Background: an optimization exercise with open tools, aiming at small area, a short achievable clock period and few clock cycles per item. Do not read the settings as production practice. Only the layout flow was run in this run; the RTL was not checked for function there. Power figures rest on the tool's default switching activity, not on a simulated workload.

**flow/config.mk**
```make
export PLATFORM = sky130hd
export DESIGN_NAME = wallace_multi
export DESIGN_NICKNAME = wallace_multi
export VERILOG_FILES = /design/flow/design.v
export SDC_FILE = /design/flow/constraint.sdc
export NUM_CORES = 4
export LEC_CHECK = 0
export CAP_MARGIN = 20
export CORE_MARGIN = 2
export CORE_UTILIZATION = 40
export SETUP_SLACK_MARGIN = 1.2
export SLEW_MARGIN = 20
export SYNTH_HIERARCHICAL = 1
```
**flow/flow/run.sh**
```bash
#!/bin/bash
set -euo pipefail
export BUFFER_PORTS_ARGS="-buffer_cell sky130_fd_sc_hd__buf_2"
bash standard.sh finish > orfs_make.log 2>&1
```
**flow/standard.sh**
```bash
#!/bin/bash
# synth_recipe.tcl (not shown) runs the flow's synth.tcl, then flattens the netlist and writes it again
# the make line also repeats each setting of config.mk as NAME=value (left out here)
make -C /OpenROAD-flow-scripts/flow DESIGN_CONFIG=/design/flow/config.mk WORK_HOME=/design/flow/orfs CLKGATE_MAP_FILE= SYNTH_SCRIPT=/design/flow/synth_recipe.tcl "${@:-finish}"
```
**flow/constraint.sdc**
```tcl
create_clock -name core_clock -period 4.0 [get_ports {clk}]
set_input_delay 0.8000 -clock core_clock [delete_from_list [all_inputs] [get_ports {clk}]]
set_output_delay 0.8000 -clock core_clock [all_outputs]
set_load 0.01 [all_outputs]
```
**flow/design.v**
```verilog
module wallace_multi (
    input clk,
    input rst,
    input [15:0] a,
    input [15:0] b,
    output reg [31:0] p,
    output reg done
);
    wire c225;
    wire c227;
    wire c229;
    wire c231;
    wire c233;
    wire c235;
    wire c237;
    wire c239;
    wire c241;
    wire c243;
    wire c245;
    wire c247;
    wire c249;
    wire c251;
    wire c253;
    wire c255;
    wire c257;
    wire c259;
    wire c261;
    wire c263;
    wire c265;
    wire c267;
    wire c269;
    wire c271;
    wire c275;
    wire c277;
    wire c279;
    wire c281;
    wire c283;
    wire c287;
    wire c289;
    wire c291;
    wire c293;
    wire c295;
    wire c297;
    wire c301;
    wire c303;
    wire c305;
    wire c307;
    wire c309;
    wire c314;
    wire c317;
    wire c319;
    wire c321;
    wire c323;
    wire c325;
    wire c327;
    wire c332;
    wire c334;
    wire c336;
    wire c338;
    wire c340;
    wire c342;
    wire c344;
    wire c349;
    wire c351;
    wire c353;
    wire c355;
    wire c357;
    wire c359;
    wire c361;
    wire c366;
    wire c369;
    wire c371;
    wire c373;
    wire c375;
    wire c377;
    wire c379;
    wire c381;
    wire c385;
    wire c387;
    wire c389;
    wire c391;
    wire c393;
    wire c395;
    wire c397;
    wire c402;
    wire c404;
    wire c406;
    wire c408;
    wire c410;
    wire c412;
    wire c414;
    wire c419;
    wire c421;
    wire c423;
    wire c425;
    wire c427;
    wire c429;
    wire c434;
    wire c436;
    wire c438;
    wire c440;
    wire c442;
    wire c444;
    wire c449;
    wire c451;
    wire c453;
    wire c455;
    wire c457;
    wire c462;
    wire c464;
    wire c466;
    wire c468;
    wire c470;
    wire c475;
    wire c477;
    wire c479;
    wire c481;
    wire c486;
    wire c488;
    wire c490;
    wire c492;
    wire c494;
    wire c496;
    wire c498;
    wire c500;
    wire c502;
    wire c504;
    wire c506;
    wire c508;
    wire c510;
    wire c512;
    wire c514;
    wire c516;
    wire c518;
    wire n1;
    wire n2;
    wire n3;
    wire n4;
    wire n5;
    wire n6;
    wire n7;
    wire n8;
    wire n9;
    wire n10;
    wire n11;
    wire n12;
    wire n13;
    wire n14;
    wire n15;
    wire n19;
    wire n22;
    wire n24;
    wire n26;
    wire n28;
    wire n30;
    wire n32;
    wire n34;
    wire n36;
    wire n38;
    wire n40;
    wire n42;
    wire n44;
    wire n46;
    wire n48;
    wire n50;
    wire n51;
    wire n52;
    wire n55;
    wire n57;
    wire n58;
    wire n59;
    wire n60;
    wire n61;
    wire n62;
    wire n63;
    wire n64;
    wire n65;
    wire n66;
    wire n67;
    wire n68;
    wire n69;
    wire n70;
    wire n71;
    wire n72;
    wire n73;
    wire n76;
    wire n78;
    wire n79;
    wire n80;
    wire n81;
    wire n82;
    wire n83;
    wire n84;
    wire n85;
    wire n86;
    wire n87;
    wire n88;
    wire n89;
    wire n90;
    wire n91;
    wire n92;
    wire n93;
    wire n94;
    wire n97;
    wire n99;
    wire n100;
    wire n101;
    wire n102;
    wire n103;
    wire n104;
    wire n105;
    wire n106;
    wire n107;
    wire n108;
    wire n109;
    wire n110;
    wire n111;
    wire n112;
    wire n113;
    wire n114;
    wire n115;
    wire n118;
    wire n120;
    wire n121;
    wire n122;
    wire n123;
    wire n124;
    wire n125;
    wire n126;
    wire n127;
    wire n128;
    wire n129;
    wire n130;
    wire n131;
    wire n132;
    wire n133;
    wire n134;
    wire n135;
    wire n136;
    wire n139;
    wire n141;
    wire n142;
    wire n143;
    wire n144;
    wire n145;
    wire n146;
    wire n147;
    wire n148;
    wire n149;
    wire n150;
    wire n151;
    wire n152;
    wire n153;
    wire n154;
    wire n155;
    wire n156;
    wire n157;
    wire n160;
    wire n162;
    wire n163;
    wire n164;
    wire n165;
    wire n166;
    wire n167;
    wire n168;
    wire n169;
    wire n170;
    wire n171;
    wire n172;
    wire n173;
    wire n174;
    wire n175;
    wire n176;
    wire n177;
    wire n178;
    wire n181;
    wire n183;
    wire n184;
    wire n185;
    wire n186;
    wire n187;
    wire n188;
    wire n189;
    wire n190;
    wire n191;
    wire n192;
    wire n193;
    wire n194;
    wire n195;
    wire n196;
    wire n197;
    wire n198;
    wire n199;
    wire n200;
    wire n201;
    wire n202;
    wire n203;
    wire n204;
    wire n205;
    wire n206;
    wire n207;
    wire n208;
    wire n209;
    wire n210;
    wire n211;
    wire n212;
    wire n213;
    wire n214;
    wire n215;
    wire n216;
    wire n217;
    wire n218;
    wire n219;
    wire n220;
    wire n221;
    wire n222;
    wire n223;
    wire n519;
    wire n520;
    wire n521;
    wire n522;
    wire n523;
    wire n524;
    wire n525;
    wire n526;
    wire n527;
    wire n528;
    wire n529;
    wire n530;
    wire n531;
    wire n532;
    wire n533;
    wire n534;
    wire n537;
    wire n538;
    wire n540;
    wire n541;
    wire n542;
    wire n543;
    wire n544;
    wire n545;
    wire n546;
    wire n547;
    wire n548;
    wire n549;
    wire n550;
    wire n551;
    wire n552;
    wire n553;
    wire n554;
    wire n555;
    wire n556;
    wire n557;
    wire n558;
    wire n559;
    wire n560;
    wire n561;
    wire n562;
    wire n563;
    wire n564;
    wire n565;
    wire n566;
    wire n567;
    wire n568;
    wire n569;
    wire n571;
    wire n572;
    wire n573;
    wire n576;
    wire n577;
    wire n578;
    wire n579;
    wire n580;
    wire n581;
    wire n582;
    wire n583;
    wire n584;
    wire n585;
    wire n586;
    wire n587;
    wire n588;
    wire n589;
    wire n590;
    wire n591;
    wire n592;
    wire n596;
    wire n598;
    wire n600;
    wire n602;
    wire n603;
    wire n604;
    wire n605;
    wire n606;
    wire n607;
    wire n608;
    wire n609;
    wire n610;
    wire n611;
    wire n612;
    wire n613;
    wire n614;
    wire n615;
    wire n616;
    wire n617;
    wire n618;
    wire n622;
    wire n623;
    wire n627;
    wire n629;
    wire n630;
    wire n631;
    wire n632;
    wire n633;
    wire n634;
    wire n635;
    wire n636;
    wire n637;
    wire n639;
    wire n641;
    wire n642;
    wire n643;
    wire n644;
    wire n645;
    wire n646;
    wire n647;
    wire n648;
    wire n649;
    wire n650;
    wire n651;
    wire n652;
    wire n653;
    wire n654;
    wire n655;
    wire n656;
    wire n657;
    wire n658;
    wire n659;
    wire n660;
    wire n661;
    wire n664;
    wire n665;
    wire n668;
    wire n669;
    wire n670;
    wire n671;
    wire n672;
    wire n673;
    wire n677;
    wire n679;
    wire n680;
    wire n681;
    wire n682;
    wire n683;
    wire n684;
    wire n685;
    wire n686;
    wire n687;
    wire n688;
    wire n689;
    wire n690;
    wire n691;
    wire n692;
    wire n693;
    wire n694;
    wire n695;
    wire n696;
    wire n697;
    wire n698;
    wire n699;
    wire n700;
    wire n701;
    wire n702;
    wire n703;
    wire n704;
    wire n705;
    wire n706;
    wire n707;
    wire n708;
    wire n709;
    wire n710;
    wire n711;
    wire n712;
    wire n713;
    wire n714;
    wire n715;
    wire n716;
    wire n717;
    wire n718;
    wire n719;
    wire n720;
    wire n721;
    wire n722;
    wire n723;
    wire n724;
    wire n725;
    wire n726;
    wire n727;
    wire n728;
    wire n729;
    wire n730;
    wire n731;
    wire n732;
    wire n733;
    wire n734;
    wire n735;
    wire n736;
    wire n737;
    wire n738;
    wire n739;
    wire n740;
    wire n741;
    wire n742;
    wire n743;
    wire n744;
    wire n745;
    wire n746;
    wire n747;
    wire n748;
    wire n749;
    wire n750;
    wire n751;
    wire n752;
    wire n753;
    wire n757;
    wire n759;
    wire n762;
    wire n763;
    wire n766;
    wire n767;
    wire n770;
    wire n771;
    wire n774;
    wire n775;
    wire n778;
    wire n779;
    wire n782;
    wire n783;
    wire n786;
    wire n787;
    wire n788;
    wire n789;
    wire n790;
    wire n791;
    wire n792;
    wire n794;
    wire n795;
    wire n796;
    wire n797;
    wire n798;
    wire n799;
    wire n800;
    wire n801;
    wire n802;
    wire n803;
    wire n804;
    wire n807;
    wire n810;
    wire n813;
    wire n816;
    wire n819;
    wire n822;
    wire n825;
    wire n828;
    wire n830;
    wire n832;
    wire n834;
    wire n836;
    wire n838;
    wire n840;
    wire n843;
    reg r16;
    reg r17;
    reg r18;
    reg r20;
    reg r21;
    reg r23;
    reg r25;
    reg r27;
    reg r29;
    reg r31;
    reg r33;
    reg r35;
    reg r37;
    reg r39;
    reg r41;
    reg r43;
    reg r45;
    reg r47;
    reg r49;
    reg r53;
    reg r54;
    reg r56;
    reg r74;
    reg r75;
    reg r77;
    reg r95;
    reg r96;
    reg r98;
    reg r116;
    reg r117;
    reg r119;
    reg r137;
    reg r138;
    reg r140;
    reg r158;
    reg r159;
    reg r161;
    reg r179;
    reg r180;
    reg r182;
    reg r272;
    reg r273;
    reg r284;
    reg r285;
    reg r298;
    reg r299;
    reg r310;
    reg r311;
    reg r312;
    reg r315;
    reg r328;
    reg r329;
    reg r330;
    reg r345;
    reg r346;
    reg r347;
    reg r362;
    reg r363;
    reg r364;
    reg r367;
    reg r382;
    reg r383;
    reg r398;
    reg r399;
    reg r400;
    reg r415;
    reg r416;
    reg r417;
    reg r430;
    reg r431;
    reg r432;
    reg r445;
    reg r446;
    reg r447;
    reg r458;
    reg r459;
    reg r460;
    reg r471;
    reg r472;
    reg r473;
    reg r482;
    reg r483;
    reg r484;
    reg r535;
    reg r536;
    reg r539;
    reg r570;
    reg r574;
    reg r575;
    reg r593;
    reg r594;
    reg r595;
    reg r597;
    reg r599;
    reg r601;
    reg r619;
    reg r620;
    reg r621;
    reg r624;
    reg r625;
    reg r626;
    reg r628;
    reg r638;
    reg r640;
    reg r662;
    reg r663;
    reg r666;
    reg r667;
    reg r674;
    reg r675;
    reg r676;
    reg r678;
    reg r754;
    reg r755;
    reg r756;
    reg r758;
    reg r760;
    reg r761;
    reg r764;
    reg r765;
    reg r768;
    reg r769;
    reg r772;
    reg r773;
    reg r776;
    reg r777;
    reg r780;
    reg r781;
    reg r784;
    reg r785;
    reg r793;
    reg r805;
    reg r806;
    reg r808;
    reg r809;
    reg r811;
    reg r812;
    reg r814;
    reg r815;
    reg r817;
    reg r818;
    reg r820;
    reg r821;
    reg r823;
    reg r824;
    reg r826;
    reg r827;
    reg r829;
    reg r831;
    reg r833;
    reg r835;
    reg r837;
    reg r839;
    reg r841;
    reg r842;
    reg r844;
    reg r845;
    reg r846;
    reg r847;
    reg r848;
    reg r849;
    reg r850;
    reg r851;
    reg r852;
    reg r853;
    reg r854;
    reg r855;
    reg r856;
    reg r857;
    reg r858;
    reg r859;
    reg r860;
    reg r861;
    reg r862;
    reg r863;
    reg r864;
    reg r865;
    reg r866;
    wire s224;
    wire s226;
    wire s228;
    wire s230;
    wire s232;
    wire s234;
    wire s236;
    wire s238;
    wire s240;
    wire s242;
    wire s244;
    wire s246;
    wire s248;
    wire s250;
    wire s252;
    wire s254;
    wire s256;
    wire s258;
    wire s260;
    wire s262;
    wire s264;
    wire s266;
    wire s268;
    wire s270;
    wire s274;
    wire s276;
    wire s278;
    wire s280;
    wire s282;
    wire s286;
    wire s288;
    wire s290;
    wire s292;
    wire s294;
    wire s296;
    wire s300;
    wire s302;
    wire s304;
    wire s306;
    wire s308;
    wire s313;
    wire s316;
    wire s318;
    wire s320;
    wire s322;
    wire s324;
    wire s326;
    wire s331;
    wire s333;
    wire s335;
    wire s337;
    wire s339;
    wire s341;
    wire s343;
    wire s348;
    wire s350;
    wire s352;
    wire s354;
    wire s356;
    wire s358;
    wire s360;
    wire s365;
    wire s368;
    wire s370;
    wire s372;
    wire s374;
    wire s376;
    wire s378;
    wire s380;
    wire s384;
    wire s386;
    wire s388;
    wire s390;
    wire s392;
    wire s394;
    wire s396;
    wire s401;
    wire s403;
    wire s405;
    wire s407;
    wire s409;
    wire s411;
    wire s413;
    wire s418;
    wire s420;
    wire s422;
    wire s424;
    wire s426;
    wire s428;
    wire s433;
    wire s435;
    wire s437;
    wire s439;
    wire s441;
    wire s443;
    wire s448;
    wire s450;
    wire s452;
    wire s454;
    wire s456;
    wire s461;
    wire s463;
    wire s465;
    wire s467;
    wire s469;
    wire s474;
    wire s476;
    wire s478;
    wire s480;
    wire s485;
    wire s487;
    wire s489;
    wire s491;
    wire s493;
    wire s495;
    wire s497;
    wire s499;
    wire s501;
    wire s503;
    wire s505;
    wire s507;
    wire s509;
    wire s511;
    wire s513;
    wire s515;
    wire s517;
    assign n1 = b[1] & ~b[0];
    assign n2 = b[2] ^ b[1];
    assign n3 = (b[3] & ~b[2] & ~b[1]) | (~b[3] & b[2] & b[1]);
    assign n4 = b[4] ^ b[3];
    assign n5 = (b[5] & ~b[4] & ~b[3]) | (~b[5] & b[4] & b[3]);
    assign n6 = b[6] ^ b[5];
    assign n7 = (b[7] & ~b[6] & ~b[5]) | (~b[7] & b[6] & b[5]);
    assign n8 = b[8] ^ b[7];
    assign n9 = (b[9] & ~b[8] & ~b[7]) | (~b[9] & b[8] & b[7]);
    assign n10 = b[10] ^ b[9];
    assign n11 = (b[11] & ~b[10] & ~b[9]) | (~b[11] & b[10] & b[9]);
    assign n12 = b[12] ^ b[11];
    assign n13 = (b[13] & ~b[12] & ~b[11]) | (~b[13] & b[12] & b[11]);
    assign n14 = b[14] ^ b[13];
    assign n15 = (b[15] & ~b[14] & ~b[13]) | (~b[15] & b[14] & b[13]);
    always @(posedge clk) begin
        r16 <= b[0];
        r17 <= a[0];
        r18 <= b[1];
        r20 <= a[1];
        r21 <= n1;
        r23 <= a[2];
        r25 <= a[3];
        r27 <= a[4];
        r29 <= a[5];
        r31 <= a[6];
        r33 <= a[7];
        r35 <= a[8];
        r37 <= a[9];
        r39 <= a[10];
        r41 <= a[11];
        r43 <= a[12];
        r45 <= a[13];
        r47 <= a[14];
        r49 <= a[15];
        r53 <= n2;
        r54 <= b[3];
        r56 <= n3;
        r74 <= n4;
        r75 <= b[5];
        r77 <= n5;
        r95 <= n6;
        r96 <= b[7];
        r98 <= n7;
        r116 <= n8;
        r117 <= b[9];
        r119 <= n9;
        r137 <= n10;
        r138 <= b[11];
        r140 <= n11;
        r158 <= n12;
        r159 <= b[13];
        r161 <= n13;
        r179 <= n14;
        r180 <= b[15];
        r182 <= n15;
    end
    assign n19 = (r16 & r17) ^ r18;
    mbs un22 (.one(r16), .a1(r20), .two(r21), .a0(r17), .neg(r18), .x(n22));
    mbs un24 (.one(r16), .a1(r23), .two(r21), .a0(r20), .neg(r18), .x(n24));
    mbs un26 (.one(r16), .a1(r25), .two(r21), .a0(r23), .neg(r18), .x(n26));
    mbs un28 (.one(r16), .a1(r27), .two(r21), .a0(r25), .neg(r18), .x(n28));
    mbs un30 (.one(r16), .a1(r29), .two(r21), .a0(r27), .neg(r18), .x(n30));
    mbs un32 (.one(r16), .a1(r31), .two(r21), .a0(r29), .neg(r18), .x(n32));
    mbs un34 (.one(r16), .a1(r33), .two(r21), .a0(r31), .neg(r18), .x(n34));
    mbs un36 (.one(r16), .a1(r35), .two(r21), .a0(r33), .neg(r18), .x(n36));
    mbs un38 (.one(r16), .a1(r37), .two(r21), .a0(r35), .neg(r18), .x(n38));
    mbs un40 (.one(r16), .a1(r39), .two(r21), .a0(r37), .neg(r18), .x(n40));
    mbs un42 (.one(r16), .a1(r41), .two(r21), .a0(r39), .neg(r18), .x(n42));
    mbs un44 (.one(r16), .a1(r43), .two(r21), .a0(r41), .neg(r18), .x(n44));
    mbs un46 (.one(r16), .a1(r45), .two(r21), .a0(r43), .neg(r18), .x(n46));
    mbs un48 (.one(r16), .a1(r47), .two(r21), .a0(r45), .neg(r18), .x(n48));
    mbs un50 (.one(r16), .a1(r49), .two(r21), .a0(r47), .neg(r18), .x(n50));
    assign n51 = (r21 & r49) ^ r18;
    assign n52 = ~r18;
    assign n55 = (r53 & r17) ^ r54;
    mbs un57 (.one(r53), .a1(r20), .two(r56), .a0(r17), .neg(r54), .x(n57));
    mbs un58 (.one(r53), .a1(r23), .two(r56), .a0(r20), .neg(r54), .x(n58));
    mbs un59 (.one(r53), .a1(r25), .two(r56), .a0(r23), .neg(r54), .x(n59));
    mbs un60 (.one(r53), .a1(r27), .two(r56), .a0(r25), .neg(r54), .x(n60));
    mbs un61 (.one(r53), .a1(r29), .two(r56), .a0(r27), .neg(r54), .x(n61));
    mbs un62 (.one(r53), .a1(r31), .two(r56), .a0(r29), .neg(r54), .x(n62));
    mbs un63 (.one(r53), .a1(r33), .two(r56), .a0(r31), .neg(r54), .x(n63));
    mbs un64 (.one(r53), .a1(r35), .two(r56), .a0(r33), .neg(r54), .x(n64));
    mbs un65 (.one(r53), .a1(r37), .two(r56), .a0(r35), .neg(r54), .x(n65));
    mbs un66 (.one(r53), .a1(r39), .two(r56), .a0(r37), .neg(r54), .x(n66));
    mbs un67 (.one(r53), .a1(r41), .two(r56), .a0(r39), .neg(r54), .x(n67));
    mbs un68 (.one(r53), .a1(r43), .two(r56), .a0(r41), .neg(r54), .x(n68));
    mbs un69 (.one(r53), .a1(r45), .two(r56), .a0(r43), .neg(r54), .x(n69));
    mbs un70 (.one(r53), .a1(r47), .two(r56), .a0(r45), .neg(r54), .x(n70));
    mbs un71 (.one(r53), .a1(r49), .two(r56), .a0(r47), .neg(r54), .x(n71));
    assign n72 = (r56 & r49) ^ r54;
    assign n73 = ~r54;
    assign n76 = (r74 & r17) ^ r75;
    mbs un78 (.one(r74), .a1(r20), .two(r77), .a0(r17), .neg(r75), .x(n78));
    mbs un79 (.one(r74), .a1(r23), .two(r77), .a0(r20), .neg(r75), .x(n79));
    mbs un80 (.one(r74), .a1(r25), .two(r77), .a0(r23), .neg(r75), .x(n80));
    mbs un81 (.one(r74), .a1(r27), .two(r77), .a0(r25), .neg(r75), .x(n81));
    mbs un82 (.one(r74), .a1(r29), .two(r77), .a0(r27), .neg(r75), .x(n82));
    mbs un83 (.one(r74), .a1(r31), .two(r77), .a0(r29), .neg(r75), .x(n83));
    mbs un84 (.one(r74), .a1(r33), .two(r77), .a0(r31), .neg(r75), .x(n84));
    mbs un85 (.one(r74), .a1(r35), .two(r77), .a0(r33), .neg(r75), .x(n85));
    mbs un86 (.one(r74), .a1(r37), .two(r77), .a0(r35), .neg(r75), .x(n86));
    mbs un87 (.one(r74), .a1(r39), .two(r77), .a0(r37), .neg(r75), .x(n87));
    mbs un88 (.one(r74), .a1(r41), .two(r77), .a0(r39), .neg(r75), .x(n88));
    mbs un89 (.one(r74), .a1(r43), .two(r77), .a0(r41), .neg(r75), .x(n89));
    mbs un90 (.one(r74), .a1(r45), .two(r77), .a0(r43), .neg(r75), .x(n90));
    mbs un91 (.one(r74), .a1(r47), .two(r77), .a0(r45), .neg(r75), .x(n91));
    mbs un92 (.one(r74), .a1(r49), .two(r77), .a0(r47), .neg(r75), .x(n92));
    assign n93 = (r77 & r49) ^ r75;
    assign n94 = ~r75;
    assign n97 = (r95 & r17) ^ r96;
    mbs un99 (.one(r95), .a1(r20), .two(r98), .a0(r17), .neg(r96), .x(n99));
    mbs un100 (.one(r95), .a1(r23), .two(r98), .a0(r20), .neg(r96), .x(n100));
    mbs un101 (.one(r95), .a1(r25), .two(r98), .a0(r23), .neg(r96), .x(n101));
    mbs un102 (.one(r95), .a1(r27), .two(r98), .a0(r25), .neg(r96), .x(n102));
    mbs un103 (.one(r95), .a1(r29), .two(r98), .a0(r27), .neg(r96), .x(n103));
    mbs un104 (.one(r95), .a1(r31), .two(r98), .a0(r29), .neg(r96), .x(n104));
    mbs un105 (.one(r95), .a1(r33), .two(r98), .a0(r31), .neg(r96), .x(n105));
    mbs un106 (.one(r95), .a1(r35), .two(r98), .a0(r33), .neg(r96), .x(n106));
    mbs un107 (.one(r95), .a1(r37), .two(r98), .a0(r35), .neg(r96), .x(n107));
    mbs un108 (.one(r95), .a1(r39), .two(r98), .a0(r37), .neg(r96), .x(n108));
    mbs un109 (.one(r95), .a1(r41), .two(r98), .a0(r39), .neg(r96), .x(n109));
    mbs un110 (.one(r95), .a1(r43), .two(r98), .a0(r41), .neg(r96), .x(n110));
    mbs un111 (.one(r95), .a1(r45), .two(r98), .a0(r43), .neg(r96), .x(n111));
    mbs un112 (.one(r95), .a1(r47), .two(r98), .a0(r45), .neg(r96), .x(n112));
    mbs un113 (.one(r95), .a1(r49), .two(r98), .a0(r47), .neg(r96), .x(n113));
    assign n114 = (r98 & r49) ^ r96;
    assign n115 = ~r96;
    assign n118 = (r116 & r17) ^ r117;
    mbs un120 (.one(r116), .a1(r20), .two(r119), .a0(r17), .neg(r117), .x(n120));
    mbs un121 (.one(r116), .a1(r23), .two(r119), .a0(r20), .neg(r117), .x(n121));
    mbs un122 (.one(r116), .a1(r25), .two(r119), .a0(r23), .neg(r117), .x(n122));
    mbs un123 (.one(r116), .a1(r27), .two(r119), .a0(r25), .neg(r117), .x(n123));
    mbs un124 (.one(r116), .a1(r29), .two(r119), .a0(r27), .neg(r117), .x(n124));
    mbs un125 (.one(r116), .a1(r31), .two(r119), .a0(r29), .neg(r117), .x(n125));
    mbs un126 (.one(r116), .a1(r33), .two(r119), .a0(r31), .neg(r117), .x(n126));
    mbs un127 (.one(r116), .a1(r35), .two(r119), .a0(r33), .neg(r117), .x(n127));
    mbs un128 (.one(r116), .a1(r37), .two(r119), .a0(r35), .neg(r117), .x(n128));
    mbs un129 (.one(r116), .a1(r39), .two(r119), .a0(r37), .neg(r117), .x(n129));
    mbs un130 (.one(r116), .a1(r41), .two(r119), .a0(r39), .neg(r117), .x(n130));
    mbs un131 (.one(r116), .a1(r43), .two(r119), .a0(r41), .neg(r117), .x(n131));
    mbs un132 (.one(r116), .a1(r45), .two(r119), .a0(r43), .neg(r117), .x(n132));
    mbs un133 (.one(r116), .a1(r47), .two(r119), .a0(r45), .neg(r117), .x(n133));
    mbs un134 (.one(r116), .a1(r49), .two(r119), .a0(r47), .neg(r117), .x(n134));
    assign n135 = (r119 & r49) ^ r117;
    assign n136 = ~r117;
    assign n139 = (r137 & r17) ^ r138;
    mbs un141 (.one(r137), .a1(r20), .two(r140), .a0(r17), .neg(r138), .x(n141));
    mbs un142 (.one(r137), .a1(r23), .two(r140), .a0(r20), .neg(r138), .x(n142));
    mbs un143 (.one(r137), .a1(r25), .two(r140), .a0(r23), .neg(r138), .x(n143));
    mbs un144 (.one(r137), .a1(r27), .two(r140), .a0(r25), .neg(r138), .x(n144));
    mbs un145 (.one(r137), .a1(r29), .two(r140), .a0(r27), .neg(r138), .x(n145));
    mbs un146 (.one(r137), .a1(r31), .two(r140), .a0(r29), .neg(r138), .x(n146));
    mbs un147 (.one(r137), .a1(r33), .two(r140), .a0(r31), .neg(r138), .x(n147));
    mbs un148 (.one(r137), .a1(r35), .two(r140), .a0(r33), .neg(r138), .x(n148));
    mbs un149 (.one(r137), .a1(r37), .two(r140), .a0(r35), .neg(r138), .x(n149));
    mbs un150 (.one(r137), .a1(r39), .two(r140), .a0(r37), .neg(r138), .x(n150));
    mbs un151 (.one(r137), .a1(r41), .two(r140), .a0(r39), .neg(r138), .x(n151));
    mbs un152 (.one(r137), .a1(r43), .two(r140), .a0(r41), .neg(r138), .x(n152));
    mbs un153 (.one(r137), .a1(r45), .two(r140), .a0(r43), .neg(r138), .x(n153));
    mbs un154 (.one(r137), .a1(r47), .two(r140), .a0(r45), .neg(r138), .x(n154));
    mbs un155 (.one(r137), .a1(r49), .two(r140), .a0(r47), .neg(r138), .x(n155));
    assign n156 = (r140 & r49) ^ r138;
    assign n157 = ~r138;
    assign n160 = (r158 & r17) ^ r159;
    mbs un162 (.one(r158), .a1(r20), .two(r161), .a0(r17), .neg(r159), .x(n162));
    mbs un163 (.one(r158), .a1(r23), .two(r161), .a0(r20), .neg(r159), .x(n163));
    mbs un164 (.one(r158), .a1(r25), .two(r161), .a0(r23), .neg(r159), .x(n164));
    mbs un165 (.one(r158), .a1(r27), .two(r161), .a0(r25), .neg(r159), .x(n165));
    mbs un166 (.one(r158), .a1(r29), .two(r161), .a0(r27), .neg(r159), .x(n166));
    mbs un167 (.one(r158), .a1(r31), .two(r161), .a0(r29), .neg(r159), .x(n167));
    mbs un168 (.one(r158), .a1(r33), .two(r161), .a0(r31), .neg(r159), .x(n168));
    mbs un169 (.one(r158), .a1(r35), .two(r161), .a0(r33), .neg(r159), .x(n169));
    mbs un170 (.one(r158), .a1(r37), .two(r161), .a0(r35), .neg(r159), .x(n170));
    mbs un171 (.one(r158), .a1(r39), .two(r161), .a0(r37), .neg(r159), .x(n171));
    mbs un172 (.one(r158), .a1(r41), .two(r161), .a0(r39), .neg(r159), .x(n172));
    mbs un173 (.one(r158), .a1(r43), .two(r161), .a0(r41), .neg(r159), .x(n173));
    mbs un174 (.one(r158), .a1(r45), .two(r161), .a0(r43), .neg(r159), .x(n174));
    mbs un175 (.one(r158), .a1(r47), .two(r161), .a0(r45), .neg(r159), .x(n175));
    mbs un176 (.one(r158), .a1(r49), .two(r161), .a0(r47), .neg(r159), .x(n176));
    assign n177 = (r161 & r49) ^ r159;
    assign n178 = ~r159;
    assign n181 = (r179 & r17) ^ r180;
    mbs un183 (.one(r179), .a1(r20), .two(r182), .a0(r17), .neg(r180), .x(n183));
    mbs un184 (.one(r179), .a1(r23), .two(r182), .a0(r20), .neg(r180), .x(n184));
    mbs un185 (.one(r179), .a1(r25), .two(r182), .a0(r23), .neg(r180), .x(n185));
    mbs un186 (.one(r179), .a1(r27), .two(r182), .a0(r25), .neg(r180), .x(n186));
    mbs un187 (.one(r179), .a1(r29), .two(r182), .a0(r27), .neg(r180), .x(n187));
    mbs un188 (.one(r179), .a1(r31), .two(r182), .a0(r29), .neg(r180), .x(n188));
    mbs un189 (.one(r179), .a1(r33), .two(r182), .a0(r31), .neg(r180), .x(n189));
    mbs un190 (.one(r179), .a1(r35), .two(r182), .a0(r33), .neg(r180), .x(n190));
    mbs un191 (.one(r179), .a1(r37), .two(r182), .a0(r35), .neg(r180), .x(n191));
    mbs un192 (.one(r179), .a1(r39), .two(r182), .a0(r37), .neg(r180), .x(n192));
    mbs un193 (.one(r179), .a1(r41), .two(r182), .a0(r39), .neg(r180), .x(n193));
    mbs un194 (.one(r179), .a1(r43), .two(r182), .a0(r41), .neg(r180), .x(n194));
    mbs un195 (.one(r179), .a1(r45), .two(r182), .a0(r43), .neg(r180), .x(n195));
    mbs un196 (.one(r179), .a1(r47), .two(r182), .a0(r45), .neg(r180), .x(n196));
    mbs un197 (.one(r179), .a1(r49), .two(r182), .a0(r47), .neg(r180), .x(n197));
    assign n198 = (r182 & r49) ^ r180;
    assign n199 = ~r180;
    assign n200 = r180 & r17;
    assign n201 = r180 & r20;
    assign n202 = r180 & r23;
    assign n203 = r180 & r25;
    assign n204 = r180 & r27;
    assign n205 = r180 & r29;
    assign n206 = r180 & r31;
    assign n207 = r180 & r33;
    assign n208 = r180 & r35;
    assign n209 = r180 & r37;
    assign n210 = r180 & r39;
    assign n211 = r180 & r41;
    assign n212 = r180 & r43;
    assign n213 = r180 & r45;
    assign n214 = r180 & r47;
    assign n215 = r180 & r49;
    assign n216 = ~n201;
    assign n217 = ~n201;
    assign n218 = ~n204;
    assign n219 = ~n206;
    assign n220 = ~n208;
    assign n221 = ~n210;
    assign n222 = ~n212;
    assign n223 = ~n214;
    mha us224 (.a(r54), .b(n24), .s(s224), .co(c225));
    mha us226 (.a(n26), .b(n57), .s(s226), .co(c227));
    mfa us228 (.a(r75), .b(n28), .c(n58), .s(s228), .co(c229));
    mha us230 (.a(n76), .b(c227), .s(s230), .co(c231));
    mfa us232 (.a(n30), .b(n59), .c(n78), .s(s232), .co(c233));
    mha us234 (.a(c229), .b(s232), .s(s234), .co(c235));
    mfa us236 (.a(r96), .b(n32), .c(n60), .s(s236), .co(c237));
    mfa us238 (.a(n79), .b(n97), .c(c233), .s(s238), .co(c239));
    mha us240 (.a(s236), .b(c235), .s(s240), .co(c241));
    mfa us242 (.a(n34), .b(n61), .c(n80), .s(s242), .co(c243));
    mfa us244 (.a(n99), .b(c237), .c(s242), .s(s244), .co(c245));
    mha us246 (.a(c239), .b(s244), .s(s246), .co(c247));
    mfa us248 (.a(r117), .b(n36), .c(n62), .s(s248), .co(c249));
    mfa us250 (.a(n81), .b(n100), .c(n118), .s(s250), .co(c251));
    mfa us252 (.a(c243), .b(s248), .c(s250), .s(s252), .co(c253));
    mha us254 (.a(c245), .b(s252), .s(s254), .co(c255));
    mfa us256 (.a(n38), .b(n63), .c(n82), .s(s256), .co(c257));
    mfa us258 (.a(n101), .b(n120), .c(c249), .s(s258), .co(c259));
    mfa us260 (.a(c251), .b(s256), .c(c253), .s(s260), .co(c261));
    mha us262 (.a(s258), .b(c255), .s(s262), .co(c263));
    mfa us264 (.a(r138), .b(n40), .c(n64), .s(s264), .co(c265));
    mfa us266 (.a(n83), .b(n102), .c(n121), .s(s266), .co(c267));
    mfa us268 (.a(n139), .b(c257), .c(s264), .s(s268), .co(c269));
    mfa us270 (.a(s266), .b(c259), .c(s268), .s(s270), .co(c271));
    mfa us276 (.a(n42), .b(n65), .c(n84), .s(s276), .co(c277));
    mfa us278 (.a(n103), .b(n122), .c(n141), .s(s278), .co(c279));
    mfa us280 (.a(c265), .b(c267), .c(s276), .s(s280), .co(c281));
    mfa us282 (.a(s278), .b(c269), .c(s280), .s(s282), .co(c283));
    mfa us288 (.a(r159), .b(n44), .c(n66), .s(s288), .co(c289));
    mfa us290 (.a(n85), .b(n104), .c(n123), .s(s290), .co(c291));
    mfa us292 (.a(n142), .b(n160), .c(c277), .s(s292), .co(c293));
    mfa us294 (.a(c279), .b(s288), .c(s290), .s(s294), .co(c295));
    mfa us296 (.a(c281), .b(s292), .c(s294), .s(s296), .co(c297));
    mfa us302 (.a(n46), .b(n67), .c(n86), .s(s302), .co(c303));
    mfa us304 (.a(n105), .b(n124), .c(n143), .s(s304), .co(c305));
    mfa us306 (.a(n162), .b(c289), .c(c291), .s(s306), .co(c307));
    mfa us308 (.a(s302), .b(s304), .c(c293), .s(s308), .co(c309));
    mfa us318 (.a(r180), .b(n48), .c(n68), .s(s318), .co(c319));
    mfa us320 (.a(n87), .b(n106), .c(n125), .s(s320), .co(c321));
    mfa us322 (.a(n144), .b(n163), .c(n181), .s(s322), .co(c323));
    mfa us324 (.a(c303), .b(c305), .c(s318), .s(s324), .co(c325));
    mfa us326 (.a(s320), .b(s322), .c(c307), .s(s326), .co(c327));
    mfa us335 (.a(n50), .b(n69), .c(n88), .s(s335), .co(c336));
    mfa us337 (.a(n107), .b(n126), .c(n145), .s(s337), .co(c338));
    mfa us339 (.a(n164), .b(n183), .c(c319), .s(s339), .co(c340));
    mfa us341 (.a(c321), .b(c323), .c(s335), .s(s341), .co(c342));
    mfa us343 (.a(s337), .b(c325), .c(s339), .s(s343), .co(c344));
    mfa us352 (.a(n200), .b(n51), .c(n70), .s(s352), .co(c353));
    mfa us354 (.a(n89), .b(n108), .c(n127), .s(s354), .co(c355));
    mfa us356 (.a(n146), .b(n165), .c(n184), .s(s356), .co(c357));
    mfa us358 (.a(c336), .b(c338), .c(s352), .s(s358), .co(c359));
    mfa us360 (.a(s354), .b(s356), .c(c340), .s(s360), .co(c361));
    mfa us370 (.a(n52), .b(n216), .c(n71), .s(s370), .co(c371));
    mfa us372 (.a(n90), .b(n109), .c(n128), .s(s372), .co(c373));
    mfa us374 (.a(n147), .b(n166), .c(n185), .s(s374), .co(c375));
    mfa us376 (.a(c353), .b(c355), .c(c357), .s(s376), .co(c377));
    mfa us378 (.a(s370), .b(s372), .c(s374), .s(s378), .co(c379));
    mfa us380 (.a(c359), .b(s376), .c(s378), .s(s380), .co(c381));
    mfa us386 (.a(n202), .b(n217), .c(n72), .s(s386), .co(c387));
    mfa us388 (.a(n91), .b(n110), .c(n129), .s(s388), .co(c389));
    mfa us390 (.a(n148), .b(n167), .c(n186), .s(s390), .co(c391));
    mfa us392 (.a(c371), .b(c373), .c(c375), .s(s392), .co(c393));
    mfa us394 (.a(s386), .b(s388), .c(s390), .s(s394), .co(c395));
    mfa us396 (.a(c377), .b(c379), .c(s392), .s(s396), .co(c397));
    mfa us403 (.a(n73), .b(n203), .c(n201), .s(s403), .co(c404));
    mfa us405 (.a(s403), .b(n92), .c(n111), .s(s405), .co(c406));
    mfa us407 (.a(n130), .b(n149), .c(n168), .s(s407), .co(c408));
    mfa us409 (.a(n187), .b(c387), .c(c389), .s(s409), .co(c410));
    mfa us411 (.a(c391), .b(s405), .c(s407), .s(s411), .co(c412));
    mfa us413 (.a(c393), .b(c395), .c(s409), .s(s413), .co(c414));
    mfa us420 (.a(n218), .b(c404), .c(n93), .s(s420), .co(c421));
    mfa us422 (.a(n112), .b(n131), .c(n150), .s(s422), .co(c423));
    mfa us424 (.a(n169), .b(n188), .c(c406), .s(s424), .co(c425));
    mfa us426 (.a(c408), .b(s420), .c(s422), .s(s426), .co(c427));
    mfa us428 (.a(c410), .b(c412), .c(s424), .s(s428), .co(c429));
    mfa us435 (.a(n94), .b(n205), .c(n204), .s(s435), .co(c436));
    mfa us437 (.a(s435), .b(n113), .c(n132), .s(s437), .co(c438));
    mfa us439 (.a(n151), .b(n170), .c(n189), .s(s439), .co(c440));
    mfa us441 (.a(c421), .b(c423), .c(s437), .s(s441), .co(c442));
    mfa us443 (.a(s439), .b(c425), .c(c427), .s(s443), .co(c444));
    mfa us450 (.a(n219), .b(c436), .c(n114), .s(s450), .co(c451));
    mfa us452 (.a(n133), .b(n152), .c(n171), .s(s452), .co(c453));
    mfa us454 (.a(n190), .b(c438), .c(c440), .s(s454), .co(c455));
    mfa us456 (.a(s450), .b(s452), .c(c442), .s(s456), .co(c457));
    mfa us463 (.a(n115), .b(n207), .c(n206), .s(s463), .co(c464));
    mfa us465 (.a(s463), .b(n134), .c(n153), .s(s465), .co(c466));
    mfa us467 (.a(n172), .b(n191), .c(c451), .s(s467), .co(c468));
    mfa us469 (.a(c453), .b(s465), .c(c455), .s(s469), .co(c470));
    mfa us476 (.a(n220), .b(c464), .c(n135), .s(s476), .co(c477));
    mfa us478 (.a(n154), .b(n173), .c(n192), .s(s478), .co(c479));
    mfa us480 (.a(c466), .b(s476), .c(s478), .s(s480), .co(c481));
    mfa us487 (.a(n136), .b(n209), .c(n208), .s(s487), .co(c488));
    mfa us489 (.a(s487), .b(n155), .c(n174), .s(s489), .co(c490));
    mfa us491 (.a(n193), .b(c477), .c(c479), .s(s491), .co(c492));
    mfa us493 (.a(s489), .b(c481), .c(s491), .s(s493), .co(c494));
    mfa us495 (.a(n221), .b(c488), .c(n156), .s(s495), .co(c496));
    mfa us497 (.a(n175), .b(n194), .c(c490), .s(s497), .co(c498));
    mfa us499 (.a(s495), .b(c492), .c(s497), .s(s499), .co(c500));
    mfa us501 (.a(n157), .b(n211), .c(n210), .s(s501), .co(c502));
    mfa us503 (.a(s501), .b(n176), .c(n195), .s(s503), .co(c504));
    mfa us505 (.a(c496), .b(s503), .c(c498), .s(s505), .co(c506));
    mfa us507 (.a(n222), .b(c502), .c(n177), .s(s507), .co(c508));
    mfa us509 (.a(n196), .b(c504), .c(s507), .s(s509), .co(c510));
    mfa us511 (.a(n178), .b(n213), .c(n212), .s(s511), .co(c512));
    mfa us513 (.a(s511), .b(n197), .c(c508), .s(s513), .co(c514));
    mfa us515 (.a(n223), .b(c512), .c(n198), .s(s515), .co(c516));
    mfa us517 (.a(n199), .b(n215), .c(n214), .s(s517), .co(c518));
    assign n519 = n19 & r18;
    assign n520 = n19 ^ r18;
    assign n521 = n55 & s224;
    assign n522 = n55 ^ s224;
    assign n523 = c225 & s226;
    assign n524 = c225 ^ s226;
    assign n525 = s228 & s230;
    assign n526 = s228 ^ s230;
    assign n527 = c231 & s234;
    assign n528 = c231 ^ s234;
    assign n529 = s238 & s240;
    assign n530 = s238 ^ s240;
    assign n531 = c241 & s246;
    assign n532 = c241 ^ s246;
    assign n533 = c247 & s254;
    assign n534 = c247 ^ s254;
    assign n573 = c494 & s499;
    assign n577 = c500 & s505;
    assign n578 = c500 ^ s505;
    assign n579 = c506 & s509;
    assign n580 = c506 ^ s509;
    assign n581 = c510 & s513;
    assign n582 = c510 ^ s513;
    assign n583 = c514 & s515;
    assign n584 = c514 ^ s515;
    assign n585 = c516 & s517;
    assign n586 = c516 ^ s517;
    assign n587 = n22 & n519;
    assign n588 = n22 & n520;
    assign n589 = n523 | (n524 & n521);
    assign n590 = n524 & n522;
    assign n591 = n527 | (n528 & n525);
    assign n592 = n528 & n526;
    assign n630 = n585 | (n586 & n583);
    assign n631 = n586 & n584;
    assign n632 = n521 | (n522 & n587);
    assign n633 = n522 & n588;
    assign n634 = n589 | (n590 & n587);
    assign n635 = n590 & n588;
    assign n636 = n529 | (n530 & n591);
    assign n637 = n530 & n592;
    assign n670 = n525 | (n526 & n634);
    assign n671 = n526 & n635;
    assign n672 = n591 | (n592 & n634);
    assign n673 = n592 & n635;
    assign n788 = n22 ^ n519;
    assign n789 = n522 ^ n587;
    assign n790 = n524 ^ n632;
    assign n791 = n526 ^ n634;
    assign n792 = n528 ^ n670;
    always @(posedge clk) begin
        r272 <= c261;
        r273 <= s270;
        r284 <= c271;
        r285 <= s282;
        r298 <= c283;
        r299 <= s296;
        r310 <= c295;
        r311 <= s306;
        r312 <= s308;
        r315 <= c297;
        r328 <= s324;
        r329 <= c309;
        r330 <= s326;
        r345 <= s341;
        r346 <= c327;
        r347 <= s343;
        r362 <= c342;
        r363 <= s358;
        r364 <= c344;
        r367 <= s360;
        r382 <= c361;
        r383 <= s380;
        r398 <= s394;
        r399 <= c381;
        r400 <= s396;
        r415 <= s411;
        r416 <= c397;
        r417 <= s413;
        r430 <= s426;
        r431 <= c414;
        r432 <= s428;
        r445 <= s441;
        r446 <= c429;
        r447 <= s443;
        r458 <= s454;
        r459 <= c444;
        r460 <= s456;
        r471 <= s467;
        r472 <= c457;
        r473 <= s469;
        r482 <= c468;
        r483 <= s480;
        r484 <= c470;
        r535 <= s260;
        r536 <= s262;
        r539 <= c263;
        r570 <= s493;
        r574 <= c494;
        r575 <= s499;
        r593 <= n531;
        r594 <= n532;
        r595 <= n529;
        r597 <= n530;
        r599 <= n533;
        r601 <= n534;
        r619 <= n577;
        r620 <= n578;
        r621 <= n573;
        r624 <= n581;
        r625 <= n582;
        r626 <= n579;
        r628 <= n580;
        r638 <= n591;
        r640 <= n592;
        r662 <= n583;
        r663 <= n584;
        r666 <= n630;
        r667 <= n631;
        r674 <= n636;
        r675 <= n637;
        r676 <= n634;
        r678 <= n635;
        r793 <= n672;
        r841 <= n586;
        r844 <= n520;
        r846 <= n788;
        r848 <= n789;
        r850 <= n790;
        r852 <= n791;
        r854 <= n792;
    end
    mha us274 (.a(r272), .b(r273), .s(s274), .co(c275));
    mha us286 (.a(r284), .b(r285), .s(s286), .co(c287));
    mha us300 (.a(r298), .b(r299), .s(s300), .co(c301));
    mfa us313 (.a(r310), .b(r311), .c(r312), .s(s313), .co(c314));
    mha us316 (.a(r315), .b(c301), .s(s316), .co(c317));
    mfa us331 (.a(r328), .b(r329), .c(r330), .s(s331), .co(c332));
    mha us333 (.a(c314), .b(s331), .s(s333), .co(c334));
    mfa us348 (.a(r345), .b(r346), .c(r347), .s(s348), .co(c349));
    mha us350 (.a(c332), .b(s348), .s(s350), .co(c351));
    mfa us365 (.a(r362), .b(r363), .c(r364), .s(s365), .co(c366));
    mfa us368 (.a(r367), .b(c349), .c(s365), .s(s368), .co(c369));
    mfa us384 (.a(r382), .b(r383), .c(c366), .s(s384), .co(c385));
    mfa us401 (.a(r398), .b(r399), .c(r400), .s(s401), .co(c402));
    mfa us418 (.a(r415), .b(r416), .c(r417), .s(s418), .co(c419));
    mfa us433 (.a(r430), .b(r431), .c(r432), .s(s433), .co(c434));
    mfa us448 (.a(r445), .b(r446), .c(r447), .s(s448), .co(c449));
    mfa us461 (.a(r458), .b(r459), .c(r460), .s(s461), .co(c462));
    mfa us474 (.a(r471), .b(r472), .c(r473), .s(s474), .co(c475));
    mfa us485 (.a(r482), .b(r483), .c(r484), .s(s485), .co(c486));
    assign n537 = r535 & r536;
    assign n538 = r535 ^ r536;
    assign n540 = r539 & s274;
    assign n541 = r539 ^ s274;
    assign n542 = c275 & s286;
    assign n543 = c275 ^ s286;
    assign n544 = c287 & s300;
    assign n545 = c287 ^ s300;
    assign n546 = s313 & s316;
    assign n547 = s313 ^ s316;
    assign n548 = c317 & s333;
    assign n549 = c317 ^ s333;
    assign n550 = c334 & s350;
    assign n551 = c334 ^ s350;
    assign n552 = c351 & s368;
    assign n553 = c351 ^ s368;
    assign n554 = c369 & s384;
    assign n555 = c369 ^ s384;
    assign n556 = c385 & s401;
    assign n557 = c385 ^ s401;
    assign n558 = c402 & s418;
    assign n559 = c402 ^ s418;
    assign n560 = c419 & s433;
    assign n561 = c419 ^ s433;
    assign n562 = c434 & s448;
    assign n563 = c434 ^ s448;
    assign n564 = c449 & s461;
    assign n565 = c449 ^ s461;
    assign n566 = c462 & s474;
    assign n567 = c462 ^ s474;
    assign n568 = c475 & s485;
    assign n569 = c475 ^ s485;
    assign n571 = c486 & r570;
    assign n572 = c486 ^ r570;
    assign n576 = r574 ^ r575;
    assign n596 = r593 | (r594 & r595);
    assign n598 = r594 & r597;
    assign n600 = n537 | (n538 & r599);
    assign n602 = n538 & r601;
    assign n603 = n542 | (n543 & n540);
    assign n604 = n543 & n541;
    assign n605 = n546 | (n547 & n544);
    assign n606 = n547 & n545;
    assign n607 = n550 | (n551 & n548);
    assign n608 = n551 & n549;
    assign n609 = n554 | (n555 & n552);
    assign n610 = n555 & n553;
    assign n611 = n558 | (n559 & n556);
    assign n612 = n559 & n557;
    assign n613 = n562 | (n563 & n560);
    assign n614 = n563 & n561;
    assign n615 = n566 | (n567 & n564);
    assign n616 = n567 & n565;
    assign n617 = n571 | (n572 & n568);
    assign n618 = n572 & n569;
    assign n622 = r619 | (r620 & r621);
    assign n623 = r620 & n576;
    assign n627 = r624 | (r625 & r626);
    assign n629 = r625 & r628;
    assign n639 = n596 | (n598 & r638);
    assign n641 = n598 & r640;
    assign n642 = n540 | (n541 & n600);
    assign n643 = n541 & n602;
    assign n644 = n603 | (n604 & n600);
    assign n645 = n604 & n602;
    assign n646 = n548 | (n549 & n605);
    assign n647 = n549 & n606;
    assign n648 = n607 | (n608 & n605);
    assign n649 = n608 & n606;
    assign n650 = n556 | (n557 & n609);
    assign n651 = n557 & n610;
    assign n652 = n611 | (n612 & n609);
    assign n653 = n612 & n610;
    assign n654 = n564 | (n565 & n613);
    assign n655 = n565 & n614;
    assign n656 = n615 | (n616 & n613);
    assign n657 = n616 & n614;
    assign n658 = r621 | (n576 & n617);
    assign n659 = n576 & n618;
    assign n660 = n622 | (n623 & n617);
    assign n661 = n623 & n618;
    assign n664 = r662 | (r663 & n627);
    assign n665 = r663 & n629;
    assign n668 = r666 | (r667 & n627);
    assign n669 = r667 & n629;
    assign n677 = r674 | (r675 & r676);
    assign n679 = r675 & r678;
    assign n680 = n639 | (n641 & r676);
    assign n681 = n641 & r678;
    assign n682 = n544 | (n545 & n644);
    assign n683 = n545 & n645;
    assign n684 = n605 | (n606 & n644);
    assign n685 = n606 & n645;
    assign n686 = n646 | (n647 & n644);
    assign n687 = n647 & n645;
    assign n688 = n648 | (n649 & n644);
    assign n689 = n649 & n645;
    assign n690 = n560 | (n561 & n652);
    assign n691 = n561 & n653;
    assign n692 = n613 | (n614 & n652);
    assign n693 = n614 & n653;
    assign n694 = n654 | (n655 & n652);
    assign n695 = n655 & n653;
    assign n696 = n656 | (n657 & n652);
    assign n697 = n657 & n653;
    assign n698 = r626 | (r628 & n660);
    assign n699 = r628 & n661;
    assign n700 = n627 | (n629 & n660);
    assign n701 = n629 & n661;
    assign n702 = n664 | (n665 & n660);
    assign n703 = n665 & n661;
    assign n704 = n668 | (n669 & n660);
    assign n705 = n669 & n661;
    assign n706 = r599 | (r601 & n680);
    assign n707 = r601 & n681;
    assign n708 = n600 | (n602 & n680);
    assign n709 = n602 & n681;
    assign n710 = n642 | (n643 & n680);
    assign n711 = n643 & n681;
    assign n712 = n644 | (n645 & n680);
    assign n713 = n645 & n681;
    assign n714 = n682 | (n683 & n680);
    assign n715 = n683 & n681;
    assign n716 = n684 | (n685 & n680);
    assign n717 = n685 & n681;
    assign n718 = n686 | (n687 & n680);
    assign n719 = n687 & n681;
    assign n720 = n688 | (n689 & n680);
    assign n721 = n689 & n681;
    assign n722 = n568 | (n569 & n696);
    assign n723 = n569 & n697;
    assign n724 = n617 | (n618 & n696);
    assign n725 = n618 & n697;
    assign n726 = n658 | (n659 & n696);
    assign n727 = n659 & n697;
    assign n728 = n660 | (n661 & n696);
    assign n729 = n661 & n697;
    assign n730 = n698 | (n699 & n696);
    assign n731 = n699 & n697;
    assign n732 = n700 | (n701 & n696);
    assign n733 = n701 & n697;
    assign n734 = n702 | (n703 & n696);
    assign n735 = n703 & n697;
    assign n736 = n704 | (n705 & n696);
    assign n737 = n705 & n697;
    assign n738 = n552 | (n553 & n720);
    assign n739 = n553 & n721;
    assign n740 = n609 | (n610 & n720);
    assign n741 = n610 & n721;
    assign n742 = n650 | (n651 & n720);
    assign n743 = n651 & n721;
    assign n744 = n652 | (n653 & n720);
    assign n745 = n653 & n721;
    assign n746 = n690 | (n691 & n720);
    assign n747 = n691 & n721;
    assign n748 = n692 | (n693 & n720);
    assign n749 = n693 & n721;
    assign n750 = n694 | (n695 & n720);
    assign n751 = n695 & n721;
    assign n752 = n696 | (n697 & n720);
    assign n753 = n697 & n721;
    assign n794 = r597 ^ r793;
    assign n795 = r594 ^ n677;
    assign n796 = r601 ^ n680;
    assign n797 = n538 ^ n706;
    assign n798 = n541 ^ n708;
    assign n799 = n543 ^ n710;
    assign n800 = n545 ^ n712;
    assign n801 = n547 ^ n714;
    assign n802 = n549 ^ n716;
    assign n803 = n551 ^ n718;
    assign n804 = n553 ^ n720;
    always @(posedge clk) begin
        r754 <= n722;
        r755 <= n723;
        r756 <= n720;
        r758 <= n721;
        r760 <= n724;
        r761 <= n725;
        r764 <= n726;
        r765 <= n727;
        r768 <= n728;
        r769 <= n729;
        r772 <= n730;
        r773 <= n731;
        r776 <= n732;
        r777 <= n733;
        r780 <= n734;
        r781 <= n735;
        r784 <= n736;
        r785 <= n737;
        r805 <= n555;
        r806 <= n738;
        r808 <= n557;
        r809 <= n740;
        r811 <= n559;
        r812 <= n742;
        r814 <= n561;
        r815 <= n744;
        r817 <= n563;
        r818 <= n746;
        r820 <= n565;
        r821 <= n748;
        r823 <= n567;
        r824 <= n750;
        r826 <= n569;
        r827 <= n752;
        r829 <= n572;
        r831 <= n576;
        r833 <= r620;
        r835 <= r628;
        r837 <= r625;
        r839 <= r663;
        r842 <= r841;
        r845 <= r844;
        r847 <= r846;
        r849 <= r848;
        r851 <= r850;
        r853 <= r852;
        r855 <= r854;
        r856 <= n794;
        r857 <= n795;
        r858 <= n796;
        r859 <= n797;
        r860 <= n798;
        r861 <= n799;
        r862 <= n800;
        r863 <= n801;
        r864 <= n802;
        r865 <= n803;
        r866 <= n804;
    end
    assign n757 = r754 | (r755 & r756);
    assign n759 = r755 & r758;
    assign n762 = r760 | (r761 & r756);
    assign n763 = r761 & r758;
    assign n766 = r764 | (r765 & r756);
    assign n767 = r765 & r758;
    assign n770 = r768 | (r769 & r756);
    assign n771 = r769 & r758;
    assign n774 = r772 | (r773 & r756);
    assign n775 = r773 & r758;
    assign n778 = r776 | (r777 & r756);
    assign n779 = r777 & r758;
    assign n782 = r780 | (r781 & r756);
    assign n783 = r781 & r758;
    assign n786 = r784 | (r785 & r756);
    assign n787 = r785 & r758;
    assign n807 = r805 ^ r806;
    assign n810 = r808 ^ r809;
    assign n813 = r811 ^ r812;
    assign n816 = r814 ^ r815;
    assign n819 = r817 ^ r818;
    assign n822 = r820 ^ r821;
    assign n825 = r823 ^ r824;
    assign n828 = r826 ^ r827;
    assign n830 = r829 ^ n757;
    assign n832 = r831 ^ n762;
    assign n834 = r833 ^ n766;
    assign n836 = r835 ^ n770;
    assign n838 = r837 ^ n774;
    assign n840 = r839 ^ n778;
    assign n843 = r842 ^ n782;
    always @(*) p = {n843, n840, n838, n836, n834, n832, n830, n828, n825, n822, n819, n816, n813, n810, n807, r866, r865, r864, r863, r862, r861, r860, r859, r858, r857, r856, r855, r853, r851, r849, r847, r845};
    reg [1:0] v;
    always @(posedge clk or negedge rst) begin
        if (!rst) begin
            v <= 2'b0;
            done <= 1'b0;
        end else begin
            v <= {v[0:0], 1'b1};
            done <= v[1];
        end
    end
endmodule
module mfa (input a, input b, input c, output s, output co);
    assign s = a ^ b ^ c;
    assign co = (a & b) | (a & c) | (b & c);
endmodule
module mha (input a, input b, output s, output co);
    assign s = a ^ b;
    assign co = a & b;
endmodule
module mbs (input one, input a1, input two, input a0, input neg, output x);
    assign x = ((one & a1) | (two & a0)) ^ neg;
endmodule
```
==> notes.md <==
repair_timing:
item | CTS | global route
hold buffers | 0 | 0
setup endpoints to repair | 49 | 31
setup buffers | 1 | 21
pin swaps | 0 | 5
gates cloned | 0 | 0
endpoints found under the hold margin | 0 | 0
resized for setup | 25 | 15
cells by family after synthesis:
logic type,synth area share [%]
fa+ha+maj,26.8
simple gates,4.19
xor+xnor,13.8
buf+inv,3.41
compound gates,18.8
other cells,0.0351
flops,32.9
critical path: stages (launching register included):
cell and delay, ns:
dfxtp_2 0.66, a22oi_2 0.16, xnor2_1 0.18, fa_1 0.60, fa_1 0.43, ha_1 0.30
ha_1 0.27
cell usage in the layout, fill, tap and decap left out, drive strengths merged:
cell / instances
clkbuf: 17
dfrtp: 3
o21ai: 15
nor3: 1
buf: 121
and4: 1
nor2b: 2
nand2b: 8
or4: 1
conb: 1
nand3b: 7
clkinv: 5
fa: 115
a221oi: 3
xor2: 20
o41ai: 1
a21o: 12
nand2: 32
o21bai: 9
dfxtp: 172
and2: 15
o211a: 1
a211oi: 3
and3: 5
xnor2: 149
clkinvlp: 3
a21oi: 15
nor4: 1
o31ai: 2
ha: 45
o21a: 3
nor2: 9
a22oi: 120
nand3: 4
a31oi: 1
inv: 36
Yosys stat by module, one instance, submodules excluded:
module	area (µm²)	copies in the design
mbs	21.3	120
wallace_multi	5720	1
mfa	20.0	112
mha	12.5	14
per-stage QoR:
stage	hold WS (ns)	setup WS (ns)
2_1_floorplan	0.310	1.09
3_3_place_gp	0.310	1.00
3_5_place_dp	0.312	1.00
4_1_cts	0.136	1.20
5_1_grt	0.141	1.20
6_report	0.149	1.29
worst min-delay path by stage:
stage | startpoint | end | slack, ns
floorplan | r841 | r842 | 0.31
finish | rst | done | 0.15
CTS | rst | done | 0.14
global route | rst | v[1] | 0.14
detailed placement | r844 | r845 | 0.31
global placement | r850 | r851 | 0.31
area by class of cell:
type	count	area (µm²)	share of cell area [%]
multi-input combinational	601	6880	55.7
sequential	175	3590	29.0
timing repair buffer	121	776	6.28
clock buffer	17	425	3.44
tap	335	419	3.39
clock inverter	15	151	1.23
inverter	29	109	0.881
metal layers:
layer	vias up	wire length (µm)
met2	140	10700
met4	0	271
met3	15	1180
met1	3218	11200
li1	3075	-
met5	-	0
synthesized netlist by cell type (12+ instances only):
master     n
dfxtp_1  172
xnor2_1  149
a22oi_2  120
fa_1     115
ha_1      45
buf_4     32
nand2_1   32
inv_1     29
xor2_1    20
a21oi_1   15
and2_1    15
a21o_1    12
power by group through the flow:
| stage | Clock, mW | Sequential [mW] | Combinational, mW |
|---|---|---|---|
| 2_1_floorplan | 0 | 2.90 | 4.02 |
| 3_3_place_gp | 0 | 2.98 | 5.06 |
| 3_5_place_dp | 0 | 2.99 | 5.09 |
| 4_1_cts | 1.65 | 2.94 | 5.22 |
| 5_1_grt | 1.74 | 3.01 | 6.12 |
| 6_report | 1.61 | 2.92 | 5.37 |
==> key figures <==
Placed design
  • Placed insts: 1239
  • Placed Area: 11500 µm²
  • Post-DP HPWL: 16900 µm
  • PortBufs: 66
  • RePlAce Congestion: roughly 0.82

Power
  • Pint: 5.84 mW
  • Switching share of power: 41.0%
  • Gate power share: 54.2%
  • Sequential share of power: 29.5%
  • Leakage Power: roughly 4.8 nW
  • Pwr/cell area: 802 nW/µm²
  • Worst ir drop on vdd: roughly 0.00037 V
  • Clock Power Share: roughly 16%
  • Total power: between 9 and 10 mW
  • Sw Pwr: 4.06 mW

Setup path
  • Crit path launch type: register
  • Worst Path Arrival: 3.02 ns
  • Cells on worst reg2reg path: 6
  • WP data required: ~4.3 ns
  • CP endpoint kind: register
  • Reg-to-reg endpoint: r601
  • Worst setup path endpoint: r601
  • WS Path Type: reg2reg
  • Origin of the critical flop-to-flop path: r74
  • Worst Path Max Fanout: 15
  • Flop2flop setup slack: between 1 and 1.5 ns
  • Beginning of the critical path: r74

CTS
  • Clock buffer depth: 2
  • H-tree Lvls: 4
  • CTS tree: built
  • Clock Tree Root: clkbuf_16
  • CTS clk-pin slew, worst paths: 0.07 ns
  • Number of buffers created by CTS: 17
  • CTS Sinks: 175
  • Worst-Skew Late Latency: 0.43 ns

Detailed routing
  • Via count: 6448
  • DRC: 0
  • Vias per inst: 4.99
  • Routed WL: 23300 µm
  • Drt pass-1 iters: 15
  • WL/cell: between 15 and 20 µm
  • DRT iter0 DRCs: 305
  • Routed Antenna Nets: 0

STA
  • Tightest Pin Transition: 0.781 ns
  • RSZ-0062 raised after global routing: true
  • Final slew viol count: 0
  • TNS Setup: 0 ns
  • Relative slew slack: a little under half
  • Minimum clock period: 2.71 ns
  • Final Hold Viols: 0
  • Fmax: between 300 and 400 MHz
  • Final worst path period share: 67.8%
  • Setup Skew: roughly 0.016 ns
  • Setup violations, final: 0

Logic synthesis
  • Cell Area, Synth: 10700 µm²
  • Syn. warnings: 7
  • FFs w/ async S/R, synth: ~1.7%
  • Seq/Total Area, Yosys: 32.9%
  • Net Count, Synth: 1035
  • Synth unique cells: 41
  • Top cells by area, synth: dfxtp_1, fa_1, a22oi_2, xnor2_1, ha_1
  • Synth Flop Type: dfxtp_1
  • Synth area leader: dfxtp_1
  • Syn Inst Count: roughly 840
  • Avg Inst Size Synth: 12.7 µm²
  • Synth top area share: between 30% and 40%
  • FF+latch count, synth: 175
  • Post-synth EDFFs: 0

Global route
  • Met2 GRT Util: 27.2%
  • First-pass GRT wire length: 38500 µm
  • Largest net degree at the start of global routing: 20
  • Met3 Usage GRT: 3.57%
  • GRT Resource Usage Total: roughly 18%
  • Number of global-route vias before repair: 6841
  • GR Util met1: 25.5%
  • GR peak layer: met2
  • Initial antenna violation count: 0
  • Grt ovf: 0

Layout
  • Non-filler cells, final: 1293
  • Post-layout util: approximately 47%
  • Diode count: 0
  • Top reg by flops: v
  • Max reg flops: 2
  • Share of layout cells above drive strength 1: 35.4%
  • Nets: 1139
  • Final Instance Area: 12400 µm²
  • Fillers: around 2.4k
  • Area Growth Syn to Fin: 15.5%

Job
  • Max Cap Violations: 0

Die
  • Die width: 167 µm
  • Core ar.: about 26000 µm²
  • Overall die area: 28000 µm²
  • Die height: 167 µm
  • Row cnt: 59
  • Initial core utilization: ~41%
  • Boundary pin count: 67

Min path
  • HP Class: in2async

Status
  • Status: finished clean

[port drivers added, routing unchanged]
How much do the figures lean on ideal ports? The routed layout below was timed once more, with nothing changed but the port constraints.
Step 1 sets driving cells, clkbuf_16 on the clock port and buf_2 on the other inputs (assumed; they add their load-dependent delay and slew).
Step 2 times the ports against the registers' clock, not the clock port: input delays grow and output delays shrink by t, the midpoint of the rising clock arrivals with the driver on.
Three values: ideal, step 1, step 2; two values: the first two.
t (ns): 0.476
setup WS [ns]: 1.286 / 1.286 / 1.286
slew at the worst register clock pin (ns): 0.08 / 0.08
worst data-port slew with drivers (ns): 0.04
After both steps setup and hold are still met in this run. The setup slack of this run moves by 0.000 ns with the drivers and by 0.000 ns with both steps.
